This design comes from an exercise in tuning for small area, a short achievable clock period and few clock cycles per item on the open sky130 flow, not from production work.
RTL that was checked went through simulation tests only; none was proved equivalent to the original.
The RTL of runs 4 and 5 was laid out without a check of its function.

==> flow/config.mk <==
export PLATFORM = sky130hd
export DESIGN_NAME = GCD_full
export DESIGN_NICKNAME = GCD_full
export VERILOG_FILES = /design/flow/design.v
export SDC_FILE = /design/flow/constraint.sdc
export NUM_CORES = 4
export LEC_CHECK = 0
export CAP_MARGIN = 20
export CORE_MARGIN = 2
export CORE_UTILIZATION = 45
export GPL_ROUTABILITY_DRIVEN = 0
export SETUP_SLACK_MARGIN = 0.2
export SLEW_MARGIN = 20
==> flow/constraint.sdc <==
create_clock -name core_clock -period 3.6 [get_ports {clk}]
set_input_delay 0.7200 -clock core_clock [delete_from_list [all_inputs] [get_ports {clk}]]
set_output_delay 0.7200 -clock core_clock [all_outputs]
set_load 0.01 [all_outputs]
==> flow/design.v <==
module GCD_full
(
input [31:0] x_i,
input [31:0] y_i,
input calculate_new,
input clk,
input rstn,
output [31:0] data_o,
output data_ready_reg
);
localparam W = 33;
reg         busy;     
reg         fin;      
reg         shl;      
reg  [4:0]  k;        
reg  [W-1:0] a, b;
reg  [31:0] res;
reg         use_b;    
reg         inv;      
wire ao  = a[0];
wire bo  = b[0];
wire run = ~fin & ~shl;
wire m_sub  = run & ao & bo;
wire m_both = run & ~ao & ~bo;
wire [W-1:0] bx = (b & {W{use_b}}) ^ {W{inv}};
wire [W:0]   rc = {a, 1'b1} + {bx, inv};
wire [W-1:0] r  = rc[W:1];
wire rz = &(a[W-1:1] ^ bx[W-1:1]);
wire [1:0] t = m_both ? 2'd0 : r[1] ? 2'd0 : r[2] ? 2'd1 : r[3] ? 2'd2 : 2'd3;
wire [W-1:0] r1 = {r[W-1], r[W-1:1]};
wire [W+2:0] rx = {{3{r[W-1]}}, r1} >> t;
wire [W-1:0] rs = rx[W-1:0];
wire kz    = (k == 5'd0);
wire k31   = (k == 5'd31);
wire done  = busy & ~run & kz;
wire step  = busy & run;
wire start = ~busy & calculate_new;
wire fin_n = step & ((m_sub & rz) | (m_both & k31));
wire shl_n = busy & ~kz & (fin | shl);
reg [W-1:0] a_n, b_n;
always @(*) begin
    if (start)                  a_n = {1'b0, x_i};
    else if (busy & ~run & ~kz) a_n = {r[W-2:0], 1'b0};
    else if (step & ~(ao & ~bo)) a_n = rs;
    else                        a_n = a;
    if (start)                  b_n = {1'b0, y_i};
    else if (step & ~bo)        b_n = {b[W-1], b[W-1:1]};
    else if ((m_sub & (r[W-1] ^ a[W-1])) | (busy & fin)) b_n = a;
    else                        b_n = b;
end
assign data_ready_reg = done;
assign data_o = res;
always @(posedge clk or negedge rstn) begin
    if (!rstn) begin
        busy <= 1'b0;
        fin  <= 1'b0;
        shl  <= 1'b0;
    end else begin
        if (start) busy <= 1'b1;
        else if (done) busy <= 1'b0;
        fin <= fin_n;
        shl <= shl_n;
    end
end
always @(posedge clk) begin
    a <= a_n;
    b <= b_n;
    use_b <= a_n[0] | fin_n;
    inv   <= fin_n ? b_n[W-1] : ~(a_n[W-1] ^ b_n[W-1]);
    if (start) k <= 5'd0;
    else if (busy & ~run & ~kz) k <= k - 5'd1;
    else if (m_both & ~k31 & busy) k <= k + 5'd1;
    if (done) res <= r[31:0];
end
endmodule
==> flow/flow/run.sh <==
#!/bin/bash
# The standard layout, with the port buffers made from the smallest
# plain buffer instead of the delay buffer buffer_ports picks by default,
# and ORFS's power recovery (downsizing gates off the critical paths) on.
set -euo pipefail
bash standard.sh "BUFFER_PORTS_ARGS=-buffer_cell sky130_fd_sc_hd__buf_1" RECOVER_POWER=100 finish > standard_flow.log 2>&1
==> flow/standard.sh <==
#!/bin/bash
# synth_recipe.tcl (not shown) runs the flow's synth.tcl, then flattens the netlist and writes it again
# the make line also repeats each setting of config.mk as NAME=value (left out here)
make -C /OpenROAD-flow-scripts/flow DESIGN_CONFIG=/design/flow/config.mk WORK_HOME=/design/flow/orfs CLKGATE_MAP_FILE= SYNTH_SCRIPT=/design/flow/synth_recipe.tcl "${@:-finish}"
==> impl_metrics.json, run 1 <==
{
  "hold_viol_final": 0,
  "cts_sinks": 108,
  "layout_common_cells": "100 x nand2_1, 99 x buf_1, 95 x nor2_1, 95 x edfxtp_1, 92 x buf_4",
  "synth-seq-area-share_pct": 39.4,
  "antenna_cells": 0,
  "die_height_um": 137,
  "clkTransAtPathRegs_ns": 0.07,
  "slowest_delay_ns": 0.43,
  "initial_core_util_pct": 45.9,
  "wl_um": 27400,
  "timing.slew.headroom_pct": -35.7,
  "avgSynthCellArea_um2": 8.90,
  "ioPinCount": 100,
  "path_class": "reg2reg",
  "synthCells": 893,
  "synthesis.area_um2": 7940,
  "insertion_delay_ns": 0.37,
  "cts_tree": "built",
  "grt_pass1_vias": 7404,
  "startpoint_type": "register",
  "fin_nets": 1169,
  "hp-class": "in2async",
  "cts_buffers": 9,
  "slew_viol_final": 34,
  "final_common_cell": "nand2_1",
  "die-width_um": 137,
  "rows": 48,
  "worstPathRequired_ns": 3.67,
  "place_inst": 1227,
  "tns_ns": -0.490,
  "synth.area.top_cells": "edfxtp_1 36%, xnor2_1 6.4%, a21oi_1 6.0%",
  "antenna_found_initial": 0,
  "async_flop_share_pct": 2.78,
  "end_kind": "register",
  "layout_min_cycle_time_ns": 3.64,
  "setup_viol_count_final": 25,
  "synth_area_leader_cell": "edfxtp_1",
  "utilization_pct": 61.2,
  "status": "finished with violations",
  "core_um2": 17300,
  "wl_per_cell_um": 21.1,
  "clk_path_buf_depth": 2,
  "drt-initial-drc-count": 784,
  "violations": "max-capacitance violations, max-slew violations, negative setup slack",
  "overflow": 0,
  "vias": 7736,
  "worst_ep_arrival_time_ns": 3.71,
  "port_buffers": 99,
  "rsz0062_at_grt": "true",
  "multi_input_area_um2": 5280,
  "ys.flop_type": "edfxtp_1",
  "vias_per_cell": 5.97,
  "die_area_um2": 18700,
  "cpMostUsedCell": "nand2_1",
  "route.detailed.drc": 0,
  "ys.warnings.count": 1,
  "synth_edf_count": 95,
  "antenna_left": 0,
  "area_delta_synth_final_pct": 33.3,
  "h-tree-depth": 3,
  "drtPass1Iterations": 5,
  "n_fill_cell": 1524,
  "drive_gt1_share_pct": 25.3,
  "fmax_mhz": 275,
  "synth_top_area_share_pct": 35.9,
  "finClkSkew_ns": 0.0137,
  "grt_pass1_wl_um": 40700,
  "fin_crit_sh_pct": 101,
  "dp_hpwl_um": 18700,
  "crit_slowest_cell": "dfxtp_4",
  "final_cells": 1296,
  "synthesis.nets": 996,
  "regArea_um2": 3130,
  "cts-root-buf": "clkbuf_16",
  "worstMarginPinSlew_ns": 2.04,
  "ys_ff_latch": 108,
  "grt_max_degree": 36,
  "worst_slack_ns": -0.0403,
  "cap_violations": 1,
  "cts_hold_buf": 0,
  "path_cells": "clkbuf_16 -> nand2_1 -> xnor2_1 -> ha_1 -> buf_4 -> nand2_1 -> o21ai_1 -> a21oi_2 -> a2111oi_4 -> o41ai_2 -> xnor3_1 -> o211ai_4 -> or2_4 -> buf_12",
  "hold_slack_ns": 0.145,
  "synth_cell_types": 76,
  "worstPathMaxFanout": 13,
  "rrSetupSlack_ns": -0.04,
  "grt_use_total_pct": 28.5
}
## through the flow
stage / worst slack (ns) / instance area, um^2
2_1_floorplan: 0.175 / 8070
3_3_place_gp: 0.0312 / 9020
3_5_place_dp: -0.0573 / 9020
4_1_cts: 0.159 / 9670
5_1_grt: -0.151 / 10600
6_report: -0.0403 / 10600
## routing by layer
| layer | part of all wire [%] | up-vias | track usage (%) |
|---|---|---|---|
| met1 | 43 | 3691 | 38.8 |
| met2 | 47 | 367 | 46.0 |
| li1 | - | 3632 | - |
| met4 | 2.4 | 0 | 8.82 |
| met3 | 7.7 | 46 | 5.59 |
| met5 | 0 | - | 0 |
## logic make-up after synthesis
| kind of cell | share of synthesized area [%] |
|---|---|
| compound gates | 24.4 |
| xor+xnor | 8.33 |
| fa+ha+maj | 5.76 |
| buf+inv | 4.22 |
| flops | 39.4 |
| mux | 2.84 |
| simple gates | 15.1 |
## final cells by class
cell class	count	area share, %
Clock buffer	10	2.26
Inverter	21	0.756
Multi-Input combinational cell	705	49.9
Sequential cell	108	29.6
Tap cell	225	2.66
Timing Repair Buffer	221	14.4
Clock inverter	6	0.449
## synthesized netlist by cell type, types with 3 or more instances
library cell    n
nand2b_1        6
o21ai_0        72
xor2_1         10
nand3_1        11
o211ai_1        5
buf_1           4
o31ai_1         3
nor2b_1         5
o221ai_1        8
o21ai_1         3
a211oi_1        5
nand2_1       109
xnor2_1        58
nand4_1        14
clkbuf_1       40
edfxtp_1       95
inv_1          20
ha_1           35
o21bai_1        3
a21boi_0        4
a21o_1         19
a221oi_1        4
and3_1          5
o21a_1          6
nor3_1         11
nor2_1         98
buf_2           8
mux2_2          4
o22a_1          9
a31oi_1        17
buf_4           4
a22oi_1        12
o22ai_1         7
dfxtp_1        10
dfrtp_1         3
mux2i_1        18
a221o_1         4
nor4_1          4
a21oi_1        96
## what timing repair did
item | CTS | global route
gates resized for setup | 32 | 147
setup buffers | 22 | 25
pin swaps | 26 | 77
cloned | 4 | 2
endpoints found under the setup margin | 83 | 94
hold endpoints to repair | 0 | 0
## flip-flops by register name, indices dropped and copies added (netlist names)
name	count
a	33
b	33
res	32
k	5
busy	1
fin	1
inv	1
shl	1
use_b	1
## worst paths after layout
path	from	to	cells after the start
setup / recovery	use_b	b[19]	14
hold / removal	rstn	busy	1
setup reg to reg	use_b	b[19]	14
hold reg to reg	k[4]	k[4]	2
max in group asynchronous	rstn	fin	1
min in group core_clock	k[4]	k[4]	2
## critical path: cells and delay by family, from the launching register on
kind,cells,cell delay [ns]
fa+ha+maj,1,0.31
simple gates,3,0.41
buf+inv,3,0.52
xor+xnor,2,0.50
flops,1,0.43
compound gates,5,1.16
Testbench counts, summed over its fixed seeds: cycles 24,109, items 960.
==> inputs of run 2 (changes only) <==
--- a/flow/config.mk
+++ b/flow/config.mk
@@ -8,6 +8,5 @@
 export CAP_MARGIN = 20
 export CORE_MARGIN = 2
 export CORE_UTILIZATION = 45
-export GPL_ROUTABILITY_DRIVEN = 0
 export SETUP_SLACK_MARGIN = 0.2
 export SLEW_MARGIN = 20
==> run 2 against run 1 <==
The run now finishes clean. Maximum frequency grew 5.7%. Register-to-register slack better by 0.20 ns. Worst setup slack improved by 0.20 ns. Area after synthesis unchanged. Wire length decreased by 4.6%. First-iteration DRC count shrank 8.3%.
==> impl_metrics.json, run 2 <==
{
  "worstMarginPinSlew_ns": 1.43,
  "worst_ep_arrival_time_ns": 3.66,
  "async_flop_share_pct": 2.78,
  "drt-initial-drc-count": 719,
  "cpMostUsedCell": "a21oi_2",
  "antenna_cells": 0,
  "die_height_um": 137,
  "cts_buffers": 9,
  "rsz0062_at_grt": "true",
  "area_delta_synth_final_pct": 24.8,
  "cts_tree": "built",
  "synthesis.area_um2": 7940,
  "slowest_delay_ns": 0.38,
  "ys.warnings.count": 1,
  "worstPathMaxFanout": 17,
  "fin_nets": 1156,
  "fmax_mhz": 290,
  "wl_per_cell_um": 20.4,
  "grt_use_total_pct": 27.7,
  "overflow": 0,
  "insertion_delay_ns": 0.37,
  "cts-root-buf": "clkbuf_16",
  "status": "finished clean",
  "clkTransAtPathRegs_ns": 0.07,
  "place_ws_ns": -0.0188,
  "startpoint_type": "register",
  "clk_path_buf_depth": 2,
  "place_area_um2": 9000,
  "slew_viol_final": 0,
  "core_um2": 17300,
  "hold_viol_final": 0,
  "die_area_um2": 18700,
  "synth_area_leader_cell": "edfxtp_1",
  "rows": 48,
  "synth-seq-area-share_pct": 39.4,
  "vias": 7599,
  "synth_cell_types": 76,
  "synth.area.top_cells": "edfxtp_1 36%, xnor2_1 6.4%, a21oi_1 6.0%",
  "dp_hpwl_um": 18500,
  "layout_common_cells": "105 x nand2_1, 99 x buf_1, 95 x edfxtp_1, 94 x nor2_1",
  "drtPass1Iterations": 5,
  "grt_pass1_vias": 7147,
  "drive_gt1_share_pct": 18.8,
  "synth.most_common_cell": "nand2_1",
  "hold_slack_ns": 0.154,
  "gp_congestion": 0.912,
  "final_common_cell": "nand2_1",
  "fin_crit_sh_pct": 95.7,
  "finClkSkew_ns": 0.0122,
  "ys_ff_latch": 108,
  "initial_core_util_pct": 45.9,
  "cap_violations": 0,
  "grt_pass1_wl_um": 39200,
  "crit_slowest_cell": "dfxtp_4",
  "h-tree-depth": 3,
  "layout_min_cycle_time_ns": 3.44,
  "path_cells": "buf_12 -> nand2_1 -> xnor2_1 -> ha_1 -> a21oi_2 -> o221ai_1 -> a21oi_2 -> a2111oi_4 -> o41ai_2 -> xnor3_1 -> o211ai_2 -> buf_6 -> clkbuf_16 -> o21ai_0 -> a21oi_1",
  "route.detailed.drc": 0,
  "ys.flop_type": "edfxtp_1",
  "antenna_left": 0,
  "cts_sinks": 108,
  "port_buffers": 99,
  "path_class": "reg2reg",
  "ioPinCount": 100,
  "setup_viol_count_final": 0,
  "synthCells": 893,
  "avgSynthCellArea_um2": 8.90,
  "worstPathRequired_ns": 3.81,
  "grt_max_degree": 41,
  "utilization_pct": 57.3,
  "end_kind": "register",
  "vias_per_cell": 5.92,
  "synthesis.nets": 996,
  "wl_um": 26100,
  "synth_top_area_share_pct": 35.9,
  "timing.slew.headroom_pct": 4.62,
  "die-width_um": 137,
  "antenna_found_initial": 0,
  "cts_hold_buf": 0,
  "hp-class": "in2async",
  "post-route-cell-area_um2": 9910,
  "reg_top3": "a x33, b x33, res x32",
  "synthTopCellsByCount": "109 x nand2_1, 98 x nor2_1, 96 x a21oi_1, 95 x edfxtp_1, 72 x o21ai_0",
  "synth_edf_count": 95,
  "worst_slack_ns": 0.156
}
==> run 2: cell counts after synthesis <==
No cell type changed its count.
==> run 2: logic make-up (layout without fill, tap and decap cells) <==
family / count (synthesis) / in the layout / synth area share [%]
mux: 22 / 22 / 2.84
flops: 108 / 108 / 39.4
compound gates: 300 / 300 / 24.4
fa+ha+maj: 36 / 36 / 5.76
xor+xnor: 71 / 71 / 8.33
simple gates: 276 / 276 / 15.1
buf+inv: 80 / 245 / 4.22
==> run 2: critical path, delay by kind of cell (launching register included) <==
kind                       cells  cell delay [ns]
AOI/OAI and AO/OA              8             1.56
and+or+nand+nor                1             0.08
adders and majority gates      1             0.36
buffers and inverters          3             0.48
DFF                            1             0.38
xor gates and xnor gates       2             0.42
==> run 2: per-layer routing <==
layer,vias up,global-route usage [%],share of wire [%]
li1,3599,-,-
met1,3620,39.2,44
met2,320,43.4,45
met3,60,4.67,7.5
met4,0,8.48,2.9
met5,-,0,0
==> run 2: timing repair <==
action                                  4_1_cts  5_1_grt
endpoints found under the setup margin       79       94
gates resized for setup                      16       56
endpoints found under the hold margin         0        0
pin swaps                                    16       37
setup buffers                                17       22
gates cloned                                  1        1
==> run 2: path summary, 6_finish.rpt <==
kind	start	to	slack, ns	cells after the start
max reg2reg	use_b	b[26]	0.16	15
min in group core_clock	k[4]	k[4]	0.54	2
min	rstn	busy	0.15	1
min reg2reg	k[4]	k[4]	0.54	2
max in group asynchronous	rstn	shl	3.29	1
max	use_b	b[26]	0.16	15
==> run 2: final cells by class <==
type                    count  area (um^2)
fillers                  1635         7380
multi-input cells         705         4830
flip-flops and latches    108         3130
repair buffers            208         1310
well taps                 225          282
clock buffers               9          225
inverters                  21         80.1
clock inverters             7         51.3
==> run 2: through the flow <==
step           TNS, ns  std cells
2_1_floorplan        0        893
3_3_place_gp         0       1226
3_5_place_dp   -0.0636       1226
4_1_cts              0       1260
5_1_grt        -0.0318       1283
6_report             0       1283
==> inputs of run 3 (changes only) <==
--- a/flow/config.mk
+++ b/flow/config.mk
@@ -8,5 +8,6 @@
 export CAP_MARGIN = 20
 export CORE_MARGIN = 2
 export CORE_UTILIZATION = 45
+export PLACE_DENSITY_LB_ADDON = 0.2
 export SETUP_SLACK_MARGIN = 0.2
 export SLEW_MARGIN = 20
==> run 3 against run 2 <==
Die area unchanged. Worst setup slack got worse by 0.0015 ns. Synthesized cell count unchanged. Clock skew is 0.0010 ns lower. First-iteration DRC count rose by 13%. Via count rose by 3.0%. Maximum frequency about the same. Cell count rose by 1.6%. Global-route usage increased by 0.51 points. Critical endpoint is now a[10].
==> impl_metrics.json, run 3 <==
{
  "status": "finished clean",
  "r2r_end": "a[10]",
  "cts-root-buf": "clkbuf_16",
  "rows": 48,
  "clkTransAtPathRegs_ns": 0.08,
  "vias": 7830,
  "path_delay_family": "compound AO/OA/AOI/OAI gates",
  "cts_sinks": 108,
  "die-width_um": 137,
  "antenna_found_initial": 0,
  "grt_pass1_vias": 7298,
  "cts_tree": "built",
  "hold_viol_final": 0,
  "place_inst": 1242,
  "dp_hpwl_um": 18600,
  "reg_top3": "a x33, b x33, res x32",
  "drt-initial-drc-count": 809,
  "grt_max_degree": 34,
  "worstMarginPinSlew_ns": 1.24,
  "rr_worst_depth": 15,
  "cap_violations": 0,
  "avgSynthCellArea_um2": 8.90,
  "worstPathRequired_ns": 3.78,
  "wl_um": 26700,
  "gp_congestion": 0.922,
  "die_height_um": 137,
  "cp-endpoint": "a[10]",
  "finClkSkew_ns": 0.0112,
  "end_kind": "register",
  "cts_hold_buf": 0,
  "rsz0062_at_grt": "true",
  "synth_area_leader_cell": "edfxtp_1",
  "core_um2": 17300,
  "synth.area.top_cells": "edfxtp_1 36%, xnor2_1 6.4%, a21oi_1 6.0%",
  "worstPathMaxFanout": 17,
  "drive_gt1_share_pct": 21.2,
  "route.detailed.drc": 0,
  "insertion_delay_ns": 0.37,
  "synth-seq-area-share_pct": 39.4,
  "place_area_um2": 9100,
  "drtPass1Iterations": 8,
  "setup_viol_count_final": 0,
  "ys.warnings.count": 1,
  "startpoint": "use_b",
  "grt_use_total_pct": 28.2,
  "clk_path_buf_depth": 2,
  "overflow": 0,
  "antenna_left": 0,
  "synth_cell_types": 76,
  "synthCells": 893,
  "rrSetupSlack_ns": 0.15,
  "final_cells": 1303,
  "port_buffers": 99,
  "synthesis.nets": 996,
  "slew_viol_final": 0,
  "synth.most_common_cell": "nand2_1",
  "ys_ff_latch": 108,
  "vias_per_cell": 6.01,
  "layout_common_cells": "103 x nand2_1, 99 x buf_1, 95 x edfxtp_1, 93 x nor2_1, 91 x buf_4",
  "synthesis.area_um2": 7940,
  "wl_per_cell_um": 20.5,
  "crit-reg2reg-launch": "use_b",
  "fin_nets": 1176,
  "fmax_mhz": 290,
  "path_cells": "buf_12 -> nand2_2 -> xnor2_1 -> ha_2 -> a21oi_1 -> a211oi_4 -> buf_6 -> o31ai_1 -> clkbuf_1 -> o221ai_1 -> xnor2_1 -> clkbuf_1 -> o21ai_0 -> nand2_1 -> a21oi_1",
  "startpoint_type": "register",
  "antenna_cells": 0,
  "ioPinCount": 100,
  "async_flop_share_pct": 2.78,
  "final_common_cell": "nand2_1",
  "die_area_um2": 18700,
  "post-route-cell-area_um2": 10100,
  "crit_slowest_cell": "dfxtp_4",
  "fin_crit_sh_pct": 95.7,
  "grt_pass1_wl_um": 39800,
  "path_depth": 15,
  "initial_core_util_pct": 45.9,
  "slowest_delay_ns": 0.38,
  "timing.slew.headroom_pct": 17.4,
  "synthTopCellsByCount": "109 x nand2_1, 98 x nor2_1, 96 x a21oi_1, 95 x edfxtp_1, 72 x o21ai_0",
  "cts_buffers": 9,
  "crit_buf_inv": 4,
  "h-tree-depth": 3,
  "path_class": "reg2reg",
  "worst_ep_arrival_time_ns": 3.62,
  "area_delta_synth_final_pct": 27.7,
  "n_fill_cell": 1583,
  "layout_min_cycle_time_ns": 3.45,
  "synth_edf_count": 95,
  "hp-class": "in2async",
  "ys.flop_type": "edfxtp_1",
  "synth_top_area_share_pct": 35.9
}
-- run 3: how the worst min path moves through the flow --
stage	depth (start not counted)	to	slack [ns]	start
6_report	1	busy	0.16	rstn
3_5_place_dp	2	k[4]	0.54	k[4]
4_1_cts	1	busy	0.15	rstn
2_1_floorplan	0	busy	0.42	rstn
5_1_grt	1	busy	0.15	rstn
3_3_place_gp	2	k[4]	0.52	k[4]
-- run 3: final cells by class --
| type | count | area, um^2 | area share (%) |
|---|---|---|---|
| clock buffer | 10 | 229 | 2.26 |
| tap | 225 | 282 | 2.78 |
| inverter | 21 | 80.1 | 0.790 |
| sequential | 108 | 3130 | 30.9 |
| clock inverter | 6 | 51.3 | 0.506 |
| multi-input combinational | 705 | 4900 | 48.3 |
| timing repair buffer | 228 | 1470 | 14.5 |
-- run 3: cells by family (layout without fill, tap and decap cells) --
family	count (synthesis)	count (layout)	synth area share, %
AOI/OAI and AO/OA	300	300	24.4
and+or+nand+nor	276	276	15.1
DFF	108	108	39.4
buffers and inverters	80	265	4.22
xor gates and xnor gates	71	71	8.33
adders and majority gates	36	36	5.76
muxes	22	22	2.84
-- run 3: per-stage QoR --
step	setup TNS [ns]	hold WS (ns)	setup WS, ns	util (%)
floorplan	0	0.424	0.175	-
finish	0	0.156	0.155	58.6
CTS	0	0.151	0.149	55.9
global placement	0	0.517	0.00796	52.6
global route	0	0.154	0.0420	58.6
detailed placement	-0.142	0.536	-0.0108	52.6
-- run 3: repair_timing --
action,in CTS,in global routing
buffers inserted,19,23
resized for setup,37,78
pin swaps,18,50
cloned,2,1
setup endpoints to repair,77,97
-- run 3: routing by layer --
layer  GRT usage (%)  part of all wire (%)
met1            38.9                    44
met2            44.7                    46
met3            3.81                   6.5
met4            11.5                   3.7
met5               0                     0
==> inputs of run 4 (changes only) <==
--- a/flow/design.v
+++ b/flow/design.v
@@ -45,7 +45,7 @@
     else                        a_n = a;
     if (start)                  b_n = {1'b0, y_i};
     else if (step & ~bo)        b_n = {b[W-1], b[W-1:1]};
-    else if ((m_sub & (r[W-1] ^ a[W-1])) | (busy & fin)) b_n = a;
+    else if (m_sub & (r[W-1] ^ a[W-1])) b_n = a;
     else                        b_n = b;
 end
 assign data_ready_reg = done;
--- a/flow/config.mk
+++ b/flow/config.mk
@@ -8,6 +8,5 @@
 export CAP_MARGIN = 20
 export CORE_MARGIN = 2
 export CORE_UTILIZATION = 45
-export PLACE_DENSITY_LB_ADDON = 0.2
 export SETUP_SLACK_MARGIN = 0.2
 export SLEW_MARGIN = 20
==> run 4 against run 3 <==
Register-to-register slack got worse by 0.08 ns. Critical path depth did not move. Utilization increased by 3.3 points. Clock-buffer cell count shrank 1. Final area increased by 6.0%. Area after synthesis increased by 0.71%. Flip-flop and latch count is the same. Via count decreased by 1.6%. Synthesized cell count shrank 4.3%. Critical path type unchanged.
==> impl_metrics.json, run 4 <==
{
  "reg_top3": "a x33, b x33, res x32",
  "ioPinCount": 100,
  "grt_use_total_pct": 28.3,
  "vias_per_cell": 6.03,
  "vias": 7706,
  "synth.most_common_cell": "edfxtp_1",
  "worstPathMaxFanout": 6,
  "synthesis.area_um2": 8000,
  "ys_ff_latch": 108,
  "synth_area_leader_cell": "edfxtp_1",
  "wl_per_cell_um": 21.7,
  "grt_pass1_wl_um": 40100,
  "antenna_left": 0,
  "startpoint_type": "register",
  "grt_pass1_vias": 7165,
  "final_common_cell": "buf_4",
  "finClkSkew_ns": 0.00494,
  "route.detailed.drc": 0,
  "cts_hold_buf": 0,
  "worstMarginPinSlew_ns": 1.01,
  "port_buffers": 99,
  "worstPathRequired_ns": 3.71,
  "area_delta_synth_final_pct": 34.4,
  "synth_top_area_share_pct": 35.7,
  "h-tree-depth": 3,
  "n_fill_cell": 1475,
  "synth.area.top_cells": "edfxtp_1 36%, ha_1 5.5%, xnor2_1 5.1%",
  "gp_congestion": 0.932,
  "cap_violations": 0,
  "grt_max_degree": 34,
  "cts_buffers": 9,
  "clk_path_buf_depth": 2,
  "multi_input_area_um2": 5220,
  "fmax_mhz": 284,
  "slew_viol_final": 0,
  "initial_core_util_pct": 46.1,
  "synth-seq-area-share_pct": 39.1,
  "regArea_um2": 3130,
  "synthTopCellsByCount": "95 x edfxtp_1, 92 x nand2_1, 74 x nor2_1, 59 x a21oi_1, 47 x xnor2_1",
  "layout_common_cells": "106 x buf_4, 99 x buf_1, 95 x edfxtp_1, 76 x nand2_1, 68 x nor2_1",
  "rsz0062_at_grt": "true",
  "timing.slew.headroom_pct": 32.1,
  "fin_nets": 1154,
  "drt-initial-drc-count": 748,
  "clkTransAtPathRegs_ns": 0.07,
  "drive_gt1_share_pct": 29.3,
  "synth_edf_count": 95,
  "dp_hpwl_um": 18600,
  "antenna_found_initial": 0,
  "cts_tree": "built",
  "utilization_pct": 61.9,
  "setup_viol_count_final": 0,
  "core_um2": 17400,
  "rows": 48,
  "drtPass1Iterations": 7,
  "end_kind": "register",
  "async_flop_share_pct": 2.78,
  "die-width_um": 137,
  "synthCells": 855,
  "wl_um": 27800,
  "insertion_delay_ns": 0.36,
  "avgSynthCellArea_um2": 9.36,
  "worst_ep_arrival_time_ns": 3.64,
  "fin_crit_sh_pct": 97.9,
  "synthesis.nets": 958,
  "hold_viol_final": 0,
  "cts-root-buf": "clkbuf_16",
  "die_height_um": 137,
  "status": "finished clean",
  "antenna_cells": 0,
  "ys.warnings.count": 1,
  "synth_cell_types": 93,
  "overflow": 0,
  "ys.flop_type": "edfxtp_1",
  "die_area_um2": 18900,
  "cts_sinks": 108,
  "hp-class": "in2async",
  "layout_min_cycle_time_ns": 3.52,
  "path_class": "reg2reg"
}
## run 4: changes by cell type after synthesis, sizes merged, moves of 6 or more
cell,delta
a21oi,-32
o21ai,-18
inv,+25
a22oi,+29
xnor2,-9
nand2,-17
nor2,-23
clkbuf,-17
nand4,-6
## run 4: logic make-up (layout without fill, tap and decap cells)
kind of cell	Yosys count	in the layout	synth area share, %
fa+ha+maj	36	36	5.72
mux	22	22	3.10
buf+inv	92	289	4.96
flops	108	108	39.1
xor+xnor	64	64	7.48
simple gates	252	254	14.7
compound gates	281	281	24.9
## run 4: area by class of cell
type                       instances  share of cell area [%]
clock buffer                       9                    2.09
inverter                          45                    1.59
clock inverter                     5                   0.954
sequential                       108                    29.1
timing repair buffer             230                    15.0
multi-input combinational        657                    48.6
tap                              225                    2.62
## run 4: what timing repair did
action / in CTS / in global routing
pin swaps: 14 / 47
buffers inserted: 9 / 30
gates cloned: 3 / 6
setup endpoints to repair: 83 / 95
resized for setup: 32 / 134
## run 4: metal layers
layer	global-route usage [%]	share of wire, %	wire length [um]
met1	39.2	44	12200
met2	45.3	47	12900
met3	3.97	7.0	1940
met4	9.74	2.5	692
met5	0	0	0
## run 4: per-stage QoR
step	area (um^2)	cells	hold slack (ns)	setup WS [ns]	TNS, ns
after floorplan	8030	855	0.424	0.205	0
after global placement	9180	1217	0.523	0.0248	0
after detailed placement	9180	1217	0.540	-0.0299	-0.0299
after CTS	9790	1243	0.157	0.155	0
after global routing	10800	1279	0.170	-0.0692	-0.497
final	10800	1279	0.160	0.0774	0
## run 4: path summary, 6_finish.rpt
| path | from | endpoint | slack [ns] | cells past startpoint |
|---|---|---|---|---|
| max | use_b | a[10] | 0.08 | 15 |
| min | rstn | busy | 0.16 | 1 |
| max reg2reg | use_b | a[10] | 0.08 | 15 |
| min reg2reg | k[3] | k[3] | 0.55 | 2 |
| max in group asynchronous | rstn | fin | 3.28 | 1 |
| min in group core_clock | k[3] | k[3] | 0.55 | 2 |
## run 4: worst max-delay path: stages, from the launching register on
cell and delay, ns:
dfxtp_4 0.40, buf_12 0.13, nand2_2 0.05, xnor2_1 0.12, ha_1 0.31, buf_6 0.12
nand4_1 0.21, a2111oi_4 0.46, nor3_4 0.09, buf_4 0.16, nand2_4 0.10, a31oi_2 0.14
o311a_4 0.39, mux4_2 0.47, nand2_1 0.08, nand2_1 0.04
==> inputs of run 5 (changes only) <==
--- a/flow/design.v
+++ b/flow/design.v
@@ -23,8 +23,27 @@
 wire m_sub  = run & ao & bo;
 wire m_both = run & ~ao & ~bo;
 wire [W-1:0] bx = (b & {W{use_b}}) ^ {W{inv}};
-wire [W:0]   rc = {a, 1'b1} + {bx, inv};
-wire [W-1:0] r  = rc[W:1];
+wire [W-1:0] pg_p = a ^ bx;
+wire [W-1:0] pg_g = a & bx;
+wire [W-1:0] Gs [0:6];
+wire [W-1:0] Ps [0:6];
+assign Gs[0] = {pg_g[W-1:1], pg_g[0] | (pg_p[0] & inv)};
+assign Ps[0] = pg_p;
+genvar i, l;
+generate
+  for (l = 0; l < 6; l = l + 1) begin : lvl
+    for (i = 0; i < W; i = i + 1) begin : bt
+      if ((i >> l) & 1) begin : node
+        assign Gs[l+1][i] = Gs[l][i] | (Ps[l][i] & Gs[l][((i >> l) << l) - 1]);
+        assign Ps[l+1][i] = Ps[l][i] & Ps[l][((i >> l) << l) - 1];
+      end else begin : pass
+        assign Gs[l+1][i] = Gs[l][i];
+        assign Ps[l+1][i] = Ps[l][i];
+      end
+    end
+  end
+endgenerate
+wire [W-1:0] r = pg_p ^ {Gs[6][W-2:0], inv};
 wire rz = &(a[W-1:1] ^ bx[W-1:1]);
 wire [1:0] t = m_both ? 2'd0 : r[1] ? 2'd0 : r[2] ? 2'd1 : r[3] ? 2'd2 : 2'd3;
 wire [W-1:0] r1 = {r[W-1], r[W-1:1]};
@@ -45,7 +64,7 @@
     else                        a_n = a;
     if (start)                  b_n = {1'b0, y_i};
     else if (step & ~bo)        b_n = {b[W-1], b[W-1:1]};
-    else if (m_sub & (r[W-1] ^ a[W-1])) b_n = a;
+    else if ((m_sub & (r[W-1] ^ a[W-1])) | (busy & fin)) b_n = a;
     else                        b_n = b;
 end
 assign data_ready_reg = done;
==> flow/run.sh (new file) <==
#!/bin/bash
# synth_recipe.tcl (not shown) runs the flow's synth.tcl, then flattens the netlist and writes it again
# the make line also repeats each setting of config.mk as NAME=value (left out here)
make -C /OpenROAD-flow-scripts/flow DESIGN_CONFIG=/design/flow/config.mk WORK_HOME=/design/flow/orfs CLKGATE_MAP_FILE= SYNTH_SCRIPT=/design/flow/synth_recipe.tcl finish
--- a/flow/config.mk
+++ b/flow/config.mk
@@ -7,6 +7,5 @@
 export LEC_CHECK = 0
 export CAP_MARGIN = 20
 export CORE_MARGIN = 2
-export CORE_UTILIZATION = 45
-export SETUP_SLACK_MARGIN = 0.2
+export CORE_UTILIZATION = 40
 export SLEW_MARGIN = 20
removed: flow/flow/run.sh
removed: flow/standard.sh
==> run 5 against run 4 <==
Now fails the layout checks on negative setup slack. First-iteration DRC count rose by 1.2%. Utilization decreased by 4.9 points. Sequential share of layout area grew 0.15 points.
==> impl_metrics.json, run 5 <==
{
  "timing.slew.headroom_pct": 45.7,
  "fin_nets": 1127,
  "status": "finished with violations",
  "dp_hpwl_um": 18500,
  "cts_tree": "built",
  "hp-class": "in2async",
  "die_height_um": 143,
  "cap_violations": 0,
  "synth.most_common_cell": "nand2_1",
  "grt_use_total_pct": 25.3,
  "antenna_cells": 0,
  "async_flop_share_pct": 2.78,
  "insertion_delay_ns": 0.38,
  "grt_max_degree": 34,
  "grt_pass1_vias": 7133,
  "hold_slack_ns": 0.526,
  "synth_top_area_share_pct": 37.2,
  "antenna_left": 0,
  "synthesis.area_um2": 7680,
  "rows": 50,
  "layout_common_cells": "122 x buf_4, 102 x nand2_1, 99 x clkdlybuf4s50_1, 95 x edfxtp_1, 84 x nor2_1",
  "synthTopCellsByCount": "111 x nand2_1, 95 x edfxtp_1, 91 x nor2_1, 57 x a21oi_1, 52 x xnor2_1",
  "drt-initial-drc-count": 757,
  "startpoint_type": "register",
  "synth_edf_count": 95,
  "h-tree-depth": 3,
  "clkTransAtPathRegs_ns": 0.08,
  "die-width_um": 143,
  "rsz0062_at_grt": "true",
  "vias_per_cell": 5.84,
  "ys_ff_latch": 108,
  "die_area_um2": 20300,
  "overflow": 0,
  "vias": 7348,
  "tns_ns": -2.41,
  "worstPathMaxFanout": 7,
  "worst_slack_ns": -0.0960,
  "worstPathRequired_ns": 3.70,
  "area_delta_synth_final_pct": 39.3,
  "cts-root-buf": "clkbuf_16",
  "utilization_pct": 57.0,
  "synth.area.top_cells": "edfxtp_1 37%, xnor2_1 5.9%, ha_1 5.5%",
  "initial_core_util_pct": 40.9,
  "final_common_cell": "buf_4",
  "route.detailed.drc": 0,
  "antenna_found_initial": 0,
  "finClkSkew_ns": 0.0129,
  "core_um2": 18800,
  "synth_area_leader_cell": "edfxtp_1",
  "drtPass1Iterations": 5,
  "hold_viol_final": 0,
  "synth_cell_types": 67,
  "wl_um": 26000,
  "worst_ep_arrival_time_ns": 3.79,
  "cts_buffers": 9,
  "ys.flop_type": "edfxtp_1",
  "fmax_mhz": 271,
  "setup_viol_count_final": 36,
  "grt_pass1_wl_um": 39000,
  "worstMarginPinSlew_ns": 0.813,
  "clk_path_buf_depth": 2,
  "ioPinCount": 100,
  "final_cells": 1259,
  "ys.warnings.count": 1,
  "synthCells": 818,
  "synth-seq-area-share_pct": 40.7,
  "path_class": "reg2reg",
  "reg_top3": "a x33, b x33, res x32",
  "rrSetupSlack_ns": -0.1,
  "slew_viol_final": 0,
  "layout_min_cycle_time_ns": 3.70,
  "place_inst": 1217,
  "fin_crit_sh_pct": 103,
  "wl_per_cell_um": 20.6,
  "avgSynthCellArea_um2": 9.38,
  "drive_gt1_share_pct": 25.7,
  "end_kind": "register",
  "gp_congestion": 0.946,
  "synthesis.nets": 925,
  "cts_sinks": 108,
  "port_buffers": 99,
  "violations": "negative setup slack"
}
==> run 5: cell types whose count changed in the layout (fill, tap and decap cells not counted), sizes merged, moves of 18 or more <==
cell / change
a22oi: -34
buf: -88
clkdlybuf4s50: +99
inv: -18
o21ai: -23
o2bb2ai: +29
==> run 5: area by class of cell <==
cell class / instances / area [um^2]
flip-flops and latches: 108 / 3130
multi-input cells: 640 / 4630
inverters: 23 / 86.3
clock inverters: 7 / 80.1
clock buffers: 9 / 225
fillers: 1692 / 8070
repair buffers: 238 / 2240
well taps: 234 / 293
==> run 5: critical path, stage by stage (launching register included) <==
cell and delay [ns]:
dfxtp_4 0.42, clkbuf_16 0.17, nand2_1 0.06, xnor2_1 0.12
ha_1 0.30, a21oi_2 0.18, o21ai_2 0.09, a221o_1 0.37
a21o_1 0.21, or3b_4 0.39, a31oi_4 0.16, xnor3_1 0.26
o211a_4 0.26, o21ai_4 0.09, buf_6 0.16, clkbuf_16 0.16
==> run 5: cells by family after synthesis <==
kind of cell	synth area share, %
xor+xnor	7.14
compound gates	22.8
flops	40.7
buf+inv	3.81
mux	2.72
simple gates	15.6
fa+ha+maj	7.11
==> run 5: worst paths after layout <==
| kind | cells past startpoint | from | end |
|---|---|---|---|
| worst max-delay path | 15 | use_b | b[20] |
| worst min-delay path | 1 | rstn | busy |
| worst max register to register | 15 | use_b | b[20] |
| worst min register to register | 2 | k[4] | k[4] |
| max in group asynchronous | 1 | rstn | fin |
| min in group core_clock | 2 | k[4] | k[4] |
==> run 5: timing repair <==
action,CTS,global route
hold buffers,0,0
gates resized for setup,17,66
hold endpoints to repair,0,0
setup buffers,6,15
pin swaps,0,23
cloned,4,2
endpoints found under the setup margin,69,88
==> run 5: metal layers <==
layer / vias to the layer above / wire length (um) / global-route usage (%)
met3: 62 / 1370 / 3.13
met1: 3535 / 11200 / 33.1
met5: - / 0 / 0
met2: 294 / 12300 / 41.0
met4: 0 / 1090 / 13.2
li1: 3457 / - / -
==> run 5: stage by stage <==
stage,setup slack (ns),area (um^2)
CTS,-0.0724,10300
finish,-0.0960,10700
detailed placement,-0.0914,9730
global route,-0.200,10700
floorplan,-0.251,7740
global placement,-0.0229,9730

-- afterwards: timing with drivers on the ports --
Ports are ideal in the flow. The routed layouts listed here were re-timed in OpenROAD.
Step 1 (the two cells are an assumption about what drives the block):
set clk [get_ports {clk}]
set_driving_cell -lib_cell sky130_fd_sc_hd__clkbuf_16 $clk
set_driving_cell -lib_cell sky130_fd_sc_hd__buf_2 [delete_from_list [all_inputs] $clk]
Step 2, shift: input delay + t, output delay - t, t = (earliest + latest rising clock arrival at the registers) / 2. This alone moves slack from input paths to output paths.
Slacks: ideal / step 1 / step 2; pairs: ideal / step 1.
run | t, ns | slack for setup (ns) | worst data-port slew with drivers (ns)
run 1 | 0.404 | -0.040 / -0.040 / -0.040 | 0.05
run 2 | 0.403 | 0.156 / 0.156 / 0.156 | 0.04
run 3 | 0.409 | 0.155 / 0.155 / 0.155 | 0.04
run 4 | 0.397 | 0.077 / 0.077 / 0.077 | 0.04
run 5 | 0.419 | -0.096 / -0.096 / -0.096 | 0.04
